Source: an optimization exercise on an open RTL-to-GDS flow (aim: small area). Production flows keep margins and buffers that such runs may drop.
The RTL was checked by simulation tests, not by an equivalence proof against the original design.
Power figures rest on the tool's default switching activity, not on a simulated workload. The flow treats the clock pin as an ideal source, which a real chip does not have.

## rev 12
Design uart_eeprom_demo, start of the top module:
module uart_eeprom_demo #(
	parameter SYS_CLK_FRE = 50,
	parameter IIC_CLK_FRE = 400000,
	parameter BAUD_RATE	= 115200,
	parameter MAX_BYTE_NUM = 64,
	parameter [6:0] DEV_ADDR= {4'b1010, 3'b000},
	parameter REG_ADDR_SIZE = 2
)(
	input			clk,
	input			rst_n,
	output reg		ee_scl,
	input			ee_sda_i,
	output reg		ee_sda_o,
	output reg		ee_sda_oe,
	output reg	 	uart_txd,
	input wire 		uart_rxd
);
Size in the first run: roughly 2200 cells after synthesis, ~1300 flip-flops.
export LEC_CHECK = 0
export CAP_MARGIN = 10
export CORE_MARGIN = 2
export CORE_UTILIZATION = 65
export SLEW_MARGIN = 10
create_clock -name core_clock -period 20.0 [get_ports {clk}]
standard.sh (not shown) runs the stock make flow with config.mk's settings and CLKGATE_MAP_FILE= SYNTH_SCRIPT=/design/flow/synth_recipe.tcl, a recipe that flattens the netlist after the stock synthesis.
==> flow/flow/run.sh <==
#!/bin/bash
# Layout = the standard flow (standard.sh) with two changes:
#  1. synthesis maps the logic with an area-oriented ABC script
#     (flow/abc_area_map.script) in place of ORFS's abc_speed.script; the
#     rest of the synthesis (synth_recipe.tcl, registers, flatten, renames)
#     is unchanged;
#  2. clock tree synthesis uses small clock buffers, fixed sink clusters and
#     no dummy loads.
set -euo pipefail
here=$(pwd)
rm -rf "$here/scripts_area"
cp -r "$FLOW_HOME/scripts" "$here/scripts_area"
cp "$here/flow/abc_area_map.script" "$here/scripts_area/abc_speed.script"
sed "s|^make -C|make SCRIPTS_DIR=$here/scripts_area -C|" standard.sh > standard_area_synth.sh
bash standard_area_synth.sh synth > synth_flow.log 2>&1
export CTS_ARGS="-sink_clustering_enable -repair_clock_nets -buf_list sky130_fd_sc_hd__clkbuf_4 -root_buf sky130_fd_sc_hd__clkbuf_4 -sink_clustering_buffer sky130_fd_sc_hd__clkbuf_8 -sink_clustering_size 18 -sink_clustering_max_diameter 55 -dont_use_dummy_load"
bash standard.sh > standard_flow.log 2>&1
==> flow/flow/abc_area_map.script <==
strash
ifraig
dc2
dch -f
amap
strash
dc2
dch -f
amap
Rev 12 reached the end of the flow, and the finished layout is clean on the timing, design-rule and antenna checks.
Edits applied to the flow inputs when going from rev 12 to rev 13:
Settings: CAP_MARGIN now 40, was 10; SLEW_MARGIN now 40, was 10.
==> flow/flow/run.sh <==
#!/bin/bash
# Standard layout, with clock tree synthesis using small clock buffers,
# larger sink clusters and no dummy loads.
set -euo pipefail
export CTS_ARGS="-sink_clustering_enable -repair_clock_nets -buf_list sky130_fd_sc_hd__clkbuf_4 -sink_clustering_size 10 -sink_clustering_max_diameter 50 -dont_use_dummy_load"
bash standard.sh > standard_flow.log 2>&1
removed: flow/flow/abc_area_map.script
Notes after the runs:
Rev 13 ran to completion and came out clean on the timing, design-rule and antenna checks.
Between rev 13 and rev 12, clock buffer count in the final layout is lower for rev 12, rev 13 comes in above that.
Rev 13 vs rev 12, half-perimeter wire length after placement went up by 1.0%.
Critical path depth: rev 13 < rev 12


Setup of red:
uart_eeprom_demo again, from the RTL that the note above started with.
Settings: LEC_CHECK=0, CAP_MARGIN=40, CORE_MARGIN=2, CORE_UTILIZATION=65, SLEW_MARGIN=40; clock period 20.0 ns.
==> flow/flow/run.sh <==
#!/bin/bash
# Layout = the standard flow (standard.sh) with two changes:
#  1. synthesis maps the logic with an area-oriented ABC script
#     (flow/abc_area_map.script) in place of ORFS's abc_speed.script; the
#     rest of the synthesis (synth_recipe.tcl, registers, flatten, renames)
#     is unchanged;
#  2. clock tree synthesis uses small clock buffers, fixed sink clusters and
#     no dummy loads.
set -euo pipefail
here=$(pwd)
rm -rf "$here/scripts_area"
cp -r "$FLOW_HOME/scripts" "$here/scripts_area"
cp "$here/flow/abc_area_map.script" "$here/scripts_area/abc_speed.script"
sed "s|^make -C|make SCRIPTS_DIR=$here/scripts_area -C|" standard.sh > standard_area_synth.sh
bash standard_area_synth.sh synth > synth_flow.log 2>&1
export CTS_ARGS="-sink_clustering_enable -repair_clock_nets -buf_list sky130_fd_sc_hd__clkbuf_4 -root_buf sky130_fd_sc_hd__clkbuf_4 -sink_clustering_buffer sky130_fd_sc_hd__clkbuf_8 -sink_clustering_size 18 -sink_clustering_max_diameter 55 -dont_use_dummy_load"
bash standard.sh > standard_flow.log 2>&1
==> flow/flow/abc_area_map.script <==
strash
dc2
dch -f
amap
strash
dc2
dch -f
amap
red ran to completion and came out clean on the timing, design-rule and antenna checks.
--- input diff red..blue ---
Settings: CORE_UTILIZATION now 72, was 65; SLEW_MARGIN now 10, was 40; CAP_MARGIN now 10, was 40.
==> flow/flow/abc_area_map.script <==
strash
ifraig
dc2
dch -f
amap
strash
dc2
dch -f
amap
[summary]
- Delta (blue minus red): sequential share of cell area shows an increase of 0.57 points, number of antenna violations at the first check in global routing shows an increase of 1, number of filler instances in the final layout shows a reduction of 871, reg-to-reg setup timing slack shows a reduction of 0.05 ns, post-synthesis net count shows a reduction of 0.86%.
- Reported for red and blue, clock sink count turned out identical to the last digit.
Modified inputs, green compared to blue
Settings: swapping 10 for 40 in SLEW_MARGIN; swapping 72 for 65 in CORE_UTILIZATION; swapping 10 for 40 in CAP_MARGIN.
==> flow/flow/run.sh <==
#!/bin/bash
# Standard layout, with clock tree synthesis using small clock buffers,
# larger sink clusters and no dummy loads.
set -euo pipefail
export CTS_ARGS="-sink_clustering_enable -repair_clock_nets -buf_list sky130_fd_sc_hd__clkbuf_4 -root_buf sky130_fd_sc_hd__clkbuf_4 -sink_clustering_buffer sky130_fd_sc_hd__clkbuf_8 -sink_clustering_size 20 -sink_clustering_max_diameter 60 -dont_use_dummy_load"
bash standard.sh > standard_flow.log 2>&1
removed: flow/flow/abc_area_map.script
## What came out
- Remaining max-slew budget at the tightest pin improves in green relative to blue.
- Compared with blue, ratio of total power to cell area in green decreased by a few percent.
- Relative to blue, worst setup slack has gone up in green.
- On green: sequential share of cell area is 1.8 points lower than what blue gave.
- ~same area used by sequential logic in the layout in blue and green
- Diff blue and green: total stage count of the critical path lower in green
- When the final numbers for blue and green were put side by side, the total number of multi-input combinational cells turned out to be smaller in blue.
What orange does differently from green at the input level:
==> flow/flow/run.sh <==
#!/bin/bash
# Standard layout, with clock tree synthesis using small clock buffers,
# larger sink clusters and no dummy loads.
set -euo pipefail
export CTS_ARGS="-sink_clustering_enable -repair_clock_nets -buf_list sky130_fd_sc_hd__clkbuf_4 -root_buf sky130_fd_sc_hd__clkbuf_4 -sink_clustering_buffer sky130_fd_sc_hd__clkbuf_16 -sink_clustering_size 36 -sink_clustering_max_diameter 70 -dont_use_dummy_load"
bash standard.sh > standard_flow.log 2>&1
- orange went all the way through the flow, and no timing, DRC or antenna check failed.
- Relative to green, layout-stage area growth over the synthesis result increased by 0.21 points in orange.
- Count of clock-buffer cells in the layout: orange and green compared, higher one is green
- The higher arrival time at the worst endpoint of orange and green is in orange.
- Register-to-register path setup slack: orange and green compared, higher one is green
- orange vs green — clock share of power rose 0.9 points.
- Sort orange and green by setup slack asc -> top: orange
- green → orange: fraction of final layout cells sized beyond drive strength 1 lower, first-pass GRT wire length increased by 2.6% relative to the old numbers.
For purple, these inputs were changed with respect to orange:
Settings: SLEW_MARGIN now 10, was 40; CAP_MARGIN now 10, was 40.
==> flow/flow/run.sh <==
#!/bin/bash
# Layout = the standard flow (standard.sh) with two changes:
#  1. synthesis maps the logic with an area-oriented ABC script
#     (flow/abc_area_map.script) in place of ORFS's abc_speed.script; the
#     rest of the synthesis (synth_recipe.tcl, registers, flatten, renames)
#     is unchanged;
#  2. clock tree synthesis uses small clock buffers, fixed sink clusters and
#     no dummy loads.
set -euo pipefail
here=$(pwd)
rm -rf "$here/scripts_area"
cp -r "$FLOW_HOME/scripts" "$here/scripts_area"
cp "$here/flow/abc_area_map.script" "$here/scripts_area/abc_speed.script"
sed "s|^make -C|make SCRIPTS_DIR=$here/scripts_area -C|" standard.sh > standard_area_synth.sh
bash standard_area_synth.sh synth > synth_flow.log 2>&1
export CTS_ARGS="-sink_clustering_enable -repair_clock_nets -buf_list sky130_fd_sc_hd__clkbuf_4 -root_buf sky130_fd_sc_hd__clkbuf_4 -sink_clustering_buffer sky130_fd_sc_hd__clkbuf_8 -sink_clustering_size 18 -sink_clustering_max_diameter 55 -dont_use_dummy_load"
bash standard.sh > standard_flow.log 2>&1
==> flow/flow/abc_area_map.script (new file) <==
strash
dc2
dch -f
amap
strash
dc2
dch -f
amap
Notes after the runs:
purple vs orange: setup slack down in purple. purple: clock tree buffer count of the final layout 38 above orange. Compared with orange, purple shows a shortest period the worst path allows that is 0.30 ns higher. Looking at critical path depth across orange and purple, the one that comes out lower is orange. NOTE: combinational fraction of design power in purple exceeds that of orange. Summary — total standard cell area after synthesis, purple relative to orange: lower, by about 2.5%. Relative to orange, the final cell area reported for purple is lower.


Setup of the reference run:
Another version of the RTL of uart_eeprom_demo (not shown whole).
Size: ~2300 cells after synthesis, roughly 8 I/O pins, about 34000 µm² of cells after synthesis.
Settings: LEC_CHECK=0, CAP_MARGIN=40, CORE_MARGIN=2, CORE_UTILIZATION=40, CTS_BUF_LIST=sky130_fd_sc_hd__clkbuf_4, CTS_CLUSTER_DIAMETER=50, CTS_CLUSTER_SIZE=10, SLEW_MARGIN=40; clock period 20.0 ns.
run.sh (not shown) runs the stock make flow with config.mk's settings and CLKGATE_MAP_FILE= SYNTH_SCRIPT=/design/flow/synth_recipe.tcl, a recipe that flattens the netlist after the stock synthesis.
Stock flow here: none of the scripts above is used.
The following lists how the trial run was set up differently from the reference run:
Settings: a deleted CTS_CLUSTER_DIAMETER that had been 50; a deleted CTS_BUF_LIST that had been sky130_fd_sc_hd__clkbuf_4; a deleted CTS_CLUSTER_SIZE that had been 10.
==> flow/flow/run.sh (new file) <==
#!/bin/bash
# Standard layout, with clock tree synthesis using small clock buffers,
# larger sink clusters and no dummy loads.
set -euo pipefail
export CTS_ARGS="-sink_clustering_enable -repair_clock_nets -buf_list sky130_fd_sc_hd__clkbuf_4 -sink_clustering_size 10 -sink_clustering_max_diameter 50 -dont_use_dummy_load"
bash standard.sh > standard_flow.log 2>&1
==> flow/standard.sh (new file) <==
#!/bin/bash
# synth_recipe.tcl (not shown) runs the flow's synth.tcl, then flattens the netlist and writes it again
# the make line also repeats each setting of config.mk as NAME=value (left out here)
make -C /OpenROAD-flow-scripts/flow DESIGN_CONFIG=/design/flow/config.mk WORK_HOME=/design/flow/orfs CLKGATE_MAP_FILE= SYNTH_SCRIPT=/design/flow/synth_recipe.tcl "${@:-finish}"
removed: flow/run.sh
### Flow results
Filler-free cell count of the finished design came out lower on the trial run than on the reference run.
Taking the reference run as the reference, in the trial run maximum vdd ir drop shrank by 0.81%, clock-buffer cell count shrank by about 17%, slack of the worst reg-to-reg path held steady, portion of the layout cell area used by clock cells shrank by 1.7 points, total length of routed wires shrank by 0.33%.
Compared with the reference run, the trial run shows via count of the first global-routing pass that has gone down slightly.
Result for the reference run and the trial run: all clean


uart_eeprom_demo with an RTL version that a note above also has.
Size in the first run: about 1300 flip-flops, ~0.033 mm2 of cells after synthesis.
Settings: LEC_CHECK=0, CAP_MARGIN=40, CORE_MARGIN=2, CORE_UTILIZATION=65, SLEW_MARGIN=40; clock period 20.0 ns.
standard.sh (not shown) runs the stock make flow with config.mk's settings and CLKGATE_MAP_FILE= SYNTH_SCRIPT=/design/flow/synth_recipe.tcl, a recipe that flattens the netlist after the stock synthesis.
==> flow/flow/run.sh <==
#!/bin/bash
# Layout = the standard flow (standard.sh) with two changes:
#  1. synthesis maps the logic with an area-oriented ABC script
#     (flow/abc_area_map.script) in place of ORFS's abc_speed.script; the
#     rest of the synthesis (synth_recipe.tcl, registers, flatten, renames)
#     is unchanged;
#  2. clock tree synthesis uses small clock buffers, fixed sink clusters and
#     no dummy loads.
set -euo pipefail
here=$(pwd)
rm -rf "$here/scripts_area"
cp -r "$FLOW_HOME/scripts" "$here/scripts_area"
cp "$here/flow/abc_area_map.script" "$here/scripts_area/abc_speed.script"
sed "s|^make -C|make SCRIPTS_DIR=$here/scripts_area -C|" standard.sh > standard_area_synth.sh
bash standard_area_synth.sh synth > synth_flow.log 2>&1
export CTS_ARGS="-sink_clustering_enable -repair_clock_nets -buf_list sky130_fd_sc_hd__clkbuf_4 -root_buf sky130_fd_sc_hd__clkbuf_4 -sink_clustering_buffer sky130_fd_sc_hd__clkbuf_8 -sink_clustering_size 16 -sink_clustering_max_diameter 50 -dont_use_dummy_load"
bash standard.sh > standard_flow.log 2>&1
==> flow/flow/abc_area_map.script <==
strash
dc2
dch -f
amap
strash
dc2
dch -f
amap
The baseline finished clean.
Edit:
--- a/flow/flow/run.sh
+++ b/flow/flow/run.sh
@@ -14,4 +14,4 @@
 sed "s|^make -C|make SCRIPTS_DIR=$here/scripts_area -C|" standard.sh > standard_area_synth.sh
 bash standard_area_synth.sh synth > synth_flow.log 2>&1
-export CTS_ARGS="-sink_clustering_enable -repair_clock_nets -buf_list sky130_fd_sc_hd__clkbuf_4 -root_buf sky130_fd_sc_hd__clkbuf_4 -sink_clustering_buffer sky130_fd_sc_hd__clkbuf_8 -sink_clustering_size 16 -sink_clustering_max_diameter 50 -dont_use_dummy_load"
+export CTS_ARGS="-sink_clustering_enable -repair_clock_nets -buf_list sky130_fd_sc_hd__clkbuf_4 -root_buf sky130_fd_sc_hd__clkbuf_4 -sink_clustering_buffer sky130_fd_sc_hd__clkbuf_8 -sink_clustering_size 18 -sink_clustering_max_diameter 55 -dont_use_dummy_load"
 bash standard.sh > standard_flow.log 2>&1
==> flow/flow/abc_area_map.script (replaced) <==
strash
ifraig
dc2
dch -f
amap
strash
dc2
dch -f
amap
=>
- The new run finished with timing, DRC and antenna clean
- via count came out lower by 1.2%
- total power came out lower by 3.7%
- worst setup slack gets better by 280 ps

[afterwards: timing with drivers on the ports]
Ports are ideal in the flow. The routed layouts listed here were re-timed in OpenROAD. Step 1 assumes that a clkbuf_16 drives the clock port and a buf_2 every other input. Step 2, shift: input delay + t, output delay - t, t = (earliest + latest rising clock arrival at the registers) / 2. This alone moves slack from input paths to output paths. a / b / c = ideal ports / drivers / drivers and shift; a / b = the first two.
| run | t (ns) | setup WS [ns] | worst register clock-pin slew, ns |
|---|---|---|---|
| rev 12 | 0.909 | 13.123 / 13.072 / 12.391 | 0.11 / 0.11 |
| rev 13 | 0.973 | 13.028 / 12.972 / 13.043 | 0.12 / 0.12 |
| red | 0.850 | 12.791 / 12.815 / 11.965 | 0.12 / 0.12 |
| blue | 0.903 | 13.150 / 13.100 / 12.320 | 0.12 / 0.12 |
| green | 0.883 | 13.192 / 13.136 / 13.035 | 0.12 / 0.12 |
| orange | 0.967 | 13.056 / 13.000 / 13.057 | 0.12 / 0.12 |
| purple | 0.879 | 12.753 / 12.781 / 11.902 | 0.11 / 0.11 |
| the reference run | 1.038 | 13.040 / 12.984 / 13.240 | 0.12 / 0.12 |
| the trial run | 1.004 | 13.079 / 13.024 / 13.249 | 0.11 / 0.11 |
| the first run of note 4 | 0.909 | 12.822 / 12.845 / 11.936 | 0.10 / 0.10 |
| the second run of note 4 | 0.859 | 13.103 / 13.050 / 12.850 | 0.11 / 0.11 |
After both steps every run listed still meets setup and hold. For the first run of note 4, which loses most, drivers alone change the setup slack by +0.023 ns; drivers and shift together by -0.886 ns.
